This design comes from an exercise in tuning for small area on the open sky130 flow, not from production work. Function was checked by simulation only, so behaviour that the tests miss may differ from the original. The clock port is modelled as an ideal driver; clocking choices that lean on that would not hold on a real chip. No activity file was given, so power comes from the tool's default toggle rates.

run 1:
## ROPDetector
module ROPDetector (
	input iClk,
	input iRsn,
	input [31:0] iTRAMPOLINE_START,
	input [31:0] iTRAMPOLINE_END,
	input iFifo_Empty,
	input [31:0] iFifo_Data,
	output reg oFifo_RdEn,
	output reg oRopDetect
);
reg        decodeEn;
reg  [4:0] sp;                   
reg  [5:0] stk [0:19];           
integer i, k;
wire       in_win;
wire [9:0] d;
ROPDetector_decode u_dec (
	.data(iFifo_Data),
	.t_start(iTRAMPOLINE_START),
	.t_end(iTRAMPOLINE_END),
	.in_win(in_win),
	.d(d)
);
wire       z      = (d[2:0] == 3'd0);    
wire       q6     = d[9];
wire [5:0] x      = d[8:3];
wire       xall   = &x;
wire [6:0] u      = q6 ? {1'b0, ~x} : ({1'b0, x} + 7'd1);
wire jump = !in_win || (q6 && xall);
wire call = !jump && (z ^ q6) && !(!q6 && xall);
wire ret  = !jump && !call;
reg  [5:0] last;
always @* begin
	last = 6'd0;
	for (k = 0; k < 20; k = k + 1)
		last = last | (stk[k] & {6{sp == k + 1}});
end
wire match = !u[6] && (last == u[5:0]);
always @(posedge iClk or negedge iRsn) begin
	if (!iRsn) begin
		oFifo_RdEn <= 1'b0;
		oRopDetect <= 1'b0;
		decodeEn   <= 1'b0;
		sp         <= 5'd0;
		for (i = 0; i < 20; i = i + 1)
			stk[i] <= 6'd0;
	end else begin
		oFifo_RdEn <= !iFifo_Empty;
		decodeEn   <= oFifo_RdEn;
		oRopDetect <= decodeEn && ret && !match;
		if (decodeEn && call) begin
			sp <= sp + 5'd1;
			for (i = 0; i < 20; i = i + 1)
				if (sp == i) stk[i] <= u[5:0];
		end else if (decodeEn && ret) begin
			sp <= sp - 5'd1;
		end
	end
end
endmodule
==> flow/config.mk <==
export PLATFORM = sky130hd
export DESIGN_NAME = ROPDetector
export DESIGN_NICKNAME = ROPDetector
export VERILOG_FILES = /design/flow/design.v
export SDC_FILE = /design/flow/constraint.sdc
export NUM_CORES = 4
export LEC_CHECK = 0
export CAP_MARGIN = 0
export CORE_MARGIN = 2
export CORE_UTILIZATION = 55
export SLEW_MARGIN = 0
==> flow/constraint.sdc <==
create_clock -name core_clock -period 12.0 [get_ports {iClk}]
set_input_delay 2.4000 -clock core_clock [delete_from_list [all_inputs] [get_ports {iClk}]]
set_output_delay 2.4000 -clock core_clock [all_outputs]
set_load 0.01 [all_outputs]
standard.sh (not shown) runs the stock make flow with config.mk's settings and CLKGATE_MAP_FILE= SYNTH_SCRIPT=/design/flow/synth_recipe.tcl, a recipe that flattens the netlist after the stock synthesis.
==> flow/flow/run.sh <==
#!/bin/bash
set -euo pipefail
W=$PWD
{
  echo "proc abc {args} {"
  echo "  set i [lsearch -exact \$args -script]"
  echo "  if {\$i >= 0} { set args [lreplace \$args [expr {\$i + 1}] [expr {\$i + 1}] $W/flow/area.abc] }"
  echo "  set j [lsearch -exact \$args -script]"
  echo "  set dargs [lreplace \$args [expr {\$j + 1}] [expr {\$j + 1}] $W/flow/decode.abc]"
  echo "  yosys abc {*}\$args ROPDetector"
  echo "  yosys abc {*}\$dargs ROPDetector_decode"
  echo "}"
  cat synth_recipe.tcl
} > flow_synth.tcl
EXTRA="ADDER_MAP_FILE= SYNTH_KEEP_MODULES=ROPDetector_decode 'BUFFER_PORTS_ARGS=-buffer_cell sky130_fd_sc_hd__buf_1'"
if [[ -f flow/cts_args ]]; then
  EXTRA="$EXTRA 'CTS_ARGS=$(cat flow/cts_args)'"
fi
EXTRA="$EXTRA POST_CTS_TCL=$W/flow/post_cts.tcl"
sed -e "s#SYNTH_SCRIPT=[^ ]*#SYNTH_SCRIPT=$W/flow_synth.tcl $EXTRA#" standard.sh > flow_standard.sh
bash flow_standard.sh finish > flow_make.log 2>&1
==> flow/flow/area.abc <==
strash
&get -n
&fraig -x
&put
strash
&get -n
&st
&dch -f
&nf -p -R 1000 -F 8 -A 8 -C 32
&put
strash
&get -n
&st
&dch -f
&nf -p -R 1000 -F 8 -A 8 -C 32
&put
strash
&get -n
&st
&dch -f
&nf -p -R 1000 -F 8 -A 8 -C 32
&put
strash
&get -n
&st
&dch -f
&nf -p -R 1000 -F 8 -A 8 -C 32
&put
strash
&get -n
&st
&dch -f
&nf -p -R 1000 -F 8 -A 8 -C 32
&put
strash
&get -n
&st
&dch -f
&nf -p -R 1000 -F 8 -A 8 -C 32
&put
strash
&get -n
&st
&dch -f
&nf -p -R 1000 -F 8 -A 8 -C 32
&put
strash
&get -n
&st
&dch -f
&nf -p -R 1000 -F 8 -A 8 -C 32
&put
topo
==> flow/flow/cts_args <==
-sink_clustering_enable -repair_clock_nets -buf_list {sky130_fd_sc_hd__clkbuf_4} -dont_use_dummy_load
==> flow/flow/decode.abc <==
strash
&get -n
&fraig -x
&put
strash
&get -n
&st
&synch2
&dch -f
&nf -p -R 1000 -F 8 -A 8 -C 32
&put
strash
&get -n
&st
&dch -f
&nf -p -R 1000 -F 8 -A 8 -C 32
&put
strash
&get -n
&st
&dch -f
&nf -p -R 1000 -F 8 -A 8 -C 32
&put
topo
==> flow/flow/post_cts.tcl <==
estimate_parasitics -placement
set changed 0
foreach inst [get_cells -quiet *] {
  set ref [get_property $inst ref_name]
  if {$ref ne "sky130_fd_sc_hd__clkbuf_4" && $ref ne "sky130_fd_sc_hd__clkbuf_2"} { continue }
  set pin [get_pins -quiet [get_full_name $inst]/X]
  if {$pin eq ""} { continue }
  set s 0
  foreach e {rise fall} { set v [get_property $pin slew_max_$e]; if {$v > $s} { set s $v } }
  if {$s > 0.10} {
    replace_cell $inst sky130_fd_sc_hd__clkbuf_8
    incr changed
  }
}
puts "post_cts: upsized $changed clock buffers"
estimate_parasitics -placement
detailed_placement
check_placement -verbose
Run 1 closes out successfully: all stages finished, all timing, DRC and antenna checks passed.
diff inputs: run 1 => run 2
- SLEW_MARGIN changed from 0 to 20
- CAP_MARGIN changed from 0 to 20
==> flow/flow/decode.abc <==
strash
dch -f
map -a
topo
Results
- Total grt overflow: run 1 vs run 2 identical
- Run 2 ends up with a non-clock buffer count that is 8 lower than in run 1.
- Higher share of the final layout cell area in multi-input gates among run 2 and run 1: run 2
- Re overall die width: run 2 is 0.38% up on run 1.
- Delta (run 2 minus run 1): power has decreased, clock power held steady, total of clock buffers placed in the layout saw little to no change.
- In the flow results for run 2 and run 1, the first-iteration DRC count is smaller on run 1.
- Side by side, share of the cycle needed by the critical path after routing turned out lower in run 2 than in run 1.
Edits applied to the flow inputs when going from run 2 to run 3:
- GPL_TIMING_DRIVEN now 0, previously not set
==> comparison <==
- Run 2 finished every stage and its layout cleared the timing, design-rule and antenna checks.
- Run 3 has completed all stages; timing, DRC and antenna checks passed.
- Diff run 2..run 3 | worst hold margin | negligible
- Compared with run 2, run 3 shows a lower clock power share.
- Comparing run 3 and run 2, the lower wire length is on run 3.
- There was hardly any difference in clock buffer and inverter area fraction after layout between run 2 and run 3.
- Against run 2, run 3 reports a area growth from synthesis to final layout that is higher.
- NOTE: final worst slack in run 3 falls short of that of run 2
- Run 3 has fraction of standard cell area in multi-input logic above what run 2 had.
- Flip-flop and latch count: run 3 vs run 2 identical
### run 3 -> run 4
==> flow/flow/decode.abc <==
strash
&get -n
&fraig -x
&put
strash
&get -n
&st
&synch2
&dch -f
&nf -p -R 1000 -F 8 -A 8 -C 32
&put
strash
&get -n
&st
&dch -f
&nf -p -R 1000 -F 8 -A 8 -C 32
&put
strash
&get -n
&st
&dch -f
&nf -p -R 1000 -F 8 -A 8 -C 32
&put
topo
### Flow results
Re fraction of area in non-clock buffers: run 4 and run 3 aren't equal, and the higher value belongs to run 4.
Relative to run 3, length of routed met2 wiring has increased by 1.1% in run 4.
The die width in run 4 sits 0.43 um below the value recorded for run 3.
Run 4 vs. run 3: arrival time of the worst setup path rose by 1650 ps, clock network power rose about 3%, achievable frequency fell about 15%.
Taking run 3 over run 4, the synthesized cell count ratio works out to 1.06.
Compared with run 3, run 4 instantiates a smaller number of cells.
Number of non-clock buffers in the layout in run 4 vs run 3: up 0.91%
### run 4 -> run 5
- clearing GPL_TIMING_DRIVEN, which used to be 0
Notes after the runs:
- Measured against run 5, the pin count of the biggest net entering global routing of run 4 comes out at 0.36 times the reference value.
- Run 4 completed; timing, DRC and antenna clean
- Run 5: all stages complete, timing, DRC and antenna checks passed
- Total power consumption of the routed design, run 4 and run 5, higher one = run 4.
- Taking run 4 as the reference, in run 5 sequential power essentially unchanged; via count of the first global-routing pass increased 4.2%; length of the first detailed-routing pass in iterations increased 3.
- As far as remaining antenna violation count goes, run 4 and run 5 are indistinguishable; the numbers are identical.
- On worst hold slack, the higher figure sits with run 5, not run 4.


The RTL this note starts from:
==> flow/design.v <==
module ROPDetector (
	input iClk,
	input iRsn,
	input [31:0] iTRAMPOLINE_START,
	input [31:0] iTRAMPOLINE_END,
	input iFifo_Empty,
	input [31:0] iFifo_Data,
	output reg oFifo_RdEn,
	output reg oRopDetect
);
reg        decodeEn;
reg  [4:0] sp;                   
reg  [5:0] stk [0:19];           
integer i;
wire       in_win = geq(iFifo_Data, iTRAMPOLINE_START) && geq(iTRAMPOLINE_END, iFifo_Data);
wire [9:0] d      = iFifo_Data[9:0] - iTRAMPOLINE_START[9:0];
wire       z      = (d[2:0] == 3'd0);    
wire       q6     = d[9];
wire [5:0] x      = d[8:3];
wire       xall   = &x;
wire [6:0] u      = q6 ? {1'b0, ~x} : ({1'b0, x} + 7'd1);
wire jump = !in_win || (q6 && xall);
wire call = !jump && (z ^ q6) && !(!q6 && xall);
wire ret  = !jump && !call;
reg  [5:0] last;
always @* begin
	last = 6'd0;
	for (i = 0; i < 20; i = i + 1)
		if (sp == i + 1) last = stk[i];
end
wire match = !u[6] && (last == u[5:0]);
always @(posedge iClk or negedge iRsn) begin
	if (!iRsn) begin
		oFifo_RdEn <= 1'b0;
		oRopDetect <= 1'b0;
		decodeEn   <= 1'b0;
		sp         <= 5'd0;
		for (i = 0; i < 20; i = i + 1)
			stk[i] <= 6'd0;
	end else begin
		oFifo_RdEn <= !iFifo_Empty;
		decodeEn   <= oFifo_RdEn;
		oRopDetect <= decodeEn && ret && !match;
		if (decodeEn && call) begin
			sp <= sp + 5'd1;
			for (i = 0; i < 20; i = i + 1)
				if (sp == i) stk[i] <= u[5:0];
		end else if (decodeEn && ret) begin
			sp <= sp - 5'd1;
		end
	end
end
function geq;
	input [31:0] a;
	input [31:0] b;
	integer k;
	reg c;
	begin
		c = 1'b1;
		for (k = 0; k < 32; k = k + 1)
			c = (a[k] & ~b[k]) | ((a[k] | ~b[k]) & c);
		geq = c;
	end
endfunction
endmodule
Settings: LEC_CHECK=0, CAP_MARGIN=20, CORE_MARGIN=2, CORE_UTILIZATION=40, SLEW_MARGIN=20; clock period 12.0 ns.
==> flow/flow/run.sh <==
#!/bin/bash
set -euo pipefail
W=$PWD
{
  echo "proc abc {args} {"
  echo "  set i [lsearch -exact \$args -script]"
  echo "  if {\$i >= 0} { set args [lreplace \$args [expr {\$i + 1}] [expr {\$i + 1}] $W/flow/area.abc] }"
  echo "  yosys abc {*}\$args"
  echo "}"
  cat synth_recipe.tcl
} > flow_synth.tcl
EXTRA="ADDER_MAP_FILE= 'BUFFER_PORTS_ARGS=-buffer_cell sky130_fd_sc_hd__buf_1'"
if [[ -f flow/cts_args ]]; then
  EXTRA="$EXTRA 'CTS_ARGS=$(cat flow/cts_args)'"
fi
sed -e "s#SYNTH_SCRIPT=[^ ]*#SYNTH_SCRIPT=$W/flow_synth.tcl $EXTRA#" standard.sh > flow_standard.sh
bash flow_standard.sh finish > flow_make.log 2>&1
==> flow/flow/area.abc <==
strash
dch -f
map -a
strash
dch -f
map -a
strash
dch -f
map -a
strash
dch -f
map -a
strash
dch -f
map -a
topo
==> flow/flow/cts_args <==
-sink_clustering_enable -repair_clock_nets -buf_list {sky130_fd_sc_hd__clkbuf_2 sky130_fd_sc_hd__clkbuf_4 sky130_fd_sc_hd__clkbuf_8} -dont_use_dummy_load
Next try:
==> flow/run.sh (new file) <==
#!/bin/bash
# synth_recipe.tcl (not shown) runs the flow's synth.tcl, then flattens the netlist and writes it again
# the make line also repeats each setting of config.mk as NAME=value (left out here)
make -C /OpenROAD-flow-scripts/flow DESIGN_CONFIG=/design/flow/config.mk WORK_HOME=/design/flow/orfs CLKGATE_MAP_FILE= SYNTH_SCRIPT=/design/flow/synth_recipe.tcl finish
removed: flow/flow/run.sh
removed: flow/flow/area.abc
removed: flow/flow/cts_args
removed: flow/standard.sh
The new run passed the timing, design-rule and antenna checks. Final cell count climbs by 0.67%. First-iteration DRC count is lower by 34%. Cell area goes up by 33%. Routed wire length went up by 20%. Die area rises by 23%. Combinational power is higher by 39%. Via count rises by 8.5%.
Next try:
==> flow/flow/run.sh (new file) <==
#!/bin/bash
set -euo pipefail
W=$PWD
{
  echo "proc abc {args} {"
  echo "  set i [lsearch -exact \$args -script]"
  echo "  if {\$i >= 0} { set args [lreplace \$args [expr {\$i + 1}] [expr {\$i + 1}] $W/flow/area.abc] }"
  echo "  yosys abc {*}\$args"
  echo "}"
  cat synth_recipe.tcl
} > flow_synth.tcl
EXTRA="ADDER_MAP_FILE= 'BUFFER_PORTS_ARGS=-buffer_cell sky130_fd_sc_hd__buf_1'"
if [[ -f flow/cts_args ]]; then
  EXTRA="$EXTRA 'CTS_ARGS=$(cat flow/cts_args)'"
fi
sed -e "s#SYNTH_SCRIPT=[^ ]*#SYNTH_SCRIPT=$W/flow_synth.tcl $EXTRA#" standard.sh > flow_standard.sh
bash flow_standard.sh finish > flow_make.log 2>&1
==> flow/flow/area.abc (new file) <==
strash
&get -n
&fraig -x
&put
dch -f
map -a
strash
dch -f
map -a
strash
dch -f
map -a
topo
==> flow/flow/cts_args (new file) <==
-sink_clustering_enable -repair_clock_nets -buf_list {sky130_fd_sc_hd__clkbuf_2 sky130_fd_sc_hd__clkbuf_4} -sink_clustering_size 30 -dont_use_dummy_load
==> flow/standard.sh (new file) <==
#!/bin/bash
# synth_recipe.tcl (not shown) runs the flow's synth.tcl, then flattens the netlist and writes it again
# the make line also repeats each setting of config.mk as NAME=value (left out here)
make -C /OpenROAD-flow-scripts/flow DESIGN_CONFIG=/design/flow/config.mk WORK_HOME=/design/flow/orfs CLKGATE_MAP_FILE= SYNTH_SCRIPT=/design/flow/synth_recipe.tcl "${@:-finish}"
Settings changed: CORE_UTILIZATION 40 to 80.
removed: flow/run.sh
What happened: Now the flow did not get past global placement (GPL-0301); area after synthesis went down by about 22%; synthesized cell count went down by about 5.4%.
Next try:
--- a/flow/flow/run.sh
+++ b/flow/flow/run.sh
@@ -15,0 +16 @@
+EXTRA="$EXTRA POST_CTS_TCL=$W/flow/post_cts.tcl"
==> flow/flow/cts_args (replaced) <==
-sink_clustering_enable -repair_clock_nets -buf_list {sky130_fd_sc_hd__clkbuf_4} -dont_use_dummy_load
==> flow/flow/post_cts.tcl (new file) <==
estimate_parasitics -placement
set changed 0
foreach inst [get_cells -quiet *] {
  set ref [get_property $inst ref_name]
  if {$ref ne "sky130_fd_sc_hd__clkbuf_4" && $ref ne "sky130_fd_sc_hd__clkbuf_2"} { continue }
  set pin [get_pins -quiet [get_full_name $inst]/X]
  if {$pin eq ""} { continue }
  set s 0
  foreach e {rise fall} { set v [get_property $pin slew_max_$e]; if {$v > $s} { set s $v } }
  if {$s > 0.10} {
    replace_cell $inst sky130_fd_sc_hd__clkbuf_8
    incr changed
  }
}
puts "post_cts: upsized $changed clock buffers"
estimate_parasitics -placement
detailed_placement
check_placement -verbose
Settings changed: CORE_UTILIZATION 80 to 70.
Effect: Now the flow completed with no timing, DRC or antenna violations. Area after synthesis stays the same. Synthesized cell count does not change.

[afterwards: timing with drivers on the ports]
No port has a modelled driver above. Below, the same layouts with a new extraction and two added sets of constraints.
Step 1 (the two cells are an assumption about what drives the block):
set clk [get_ports {iClk}]
set_driving_cell -lib_cell sky130_fd_sc_hd__clkbuf_16 $clk
set_driving_cell -lib_cell sky130_fd_sc_hd__buf_2 [delete_from_list [all_inputs] $clk]
Step 2 moves the port delays by t, midway between the first and last clock arrival at a register: inputs arrive t later, outputs are due t later. That takes back most of the time a late clock gives input paths.
Slacks: no drivers / after step 1 / after step 2; pairs: no drivers / after step 1.
| run | t (ns) | setup slack, ns | worst setup path after step 2 | pins driven straight from the clock port |
|---|---|---|---|---|
| run 1 | 0.432 | 1.373 / 1.385 / 0.952 | input to register | 1 |
| run 2 | 0.437 | 2.954 / 2.965 / 2.528 | input to register | 1 |
| run 3 | 0.428 | 2.447 / 2.457 / 2.029 | input to register | 1 |
| run 4 | 0.432 | 0.810 / 0.823 / 0.390 | input to register | 1 |
| run 5 | 0.427 | 1.389 / 1.399 / 0.972 | input to register | 1 |
| the first run of note 2 | 0.474 | 4.505 / 4.517 / 4.043 | input to register | 1 |
| the second run of note 2 | 0.459 | 5.920 / 5.933 / 5.475 | input to register | 1 |
| the fourth run of note 2 | 0.444 | 4.117 / 4.124 / 3.680 | input to register | 1 |
After both steps every run listed still meets setup and hold. The setup slack of the first run of note 2, which loses most, moves by +0.012 ns with the drivers and by -0.462 ns with both steps.
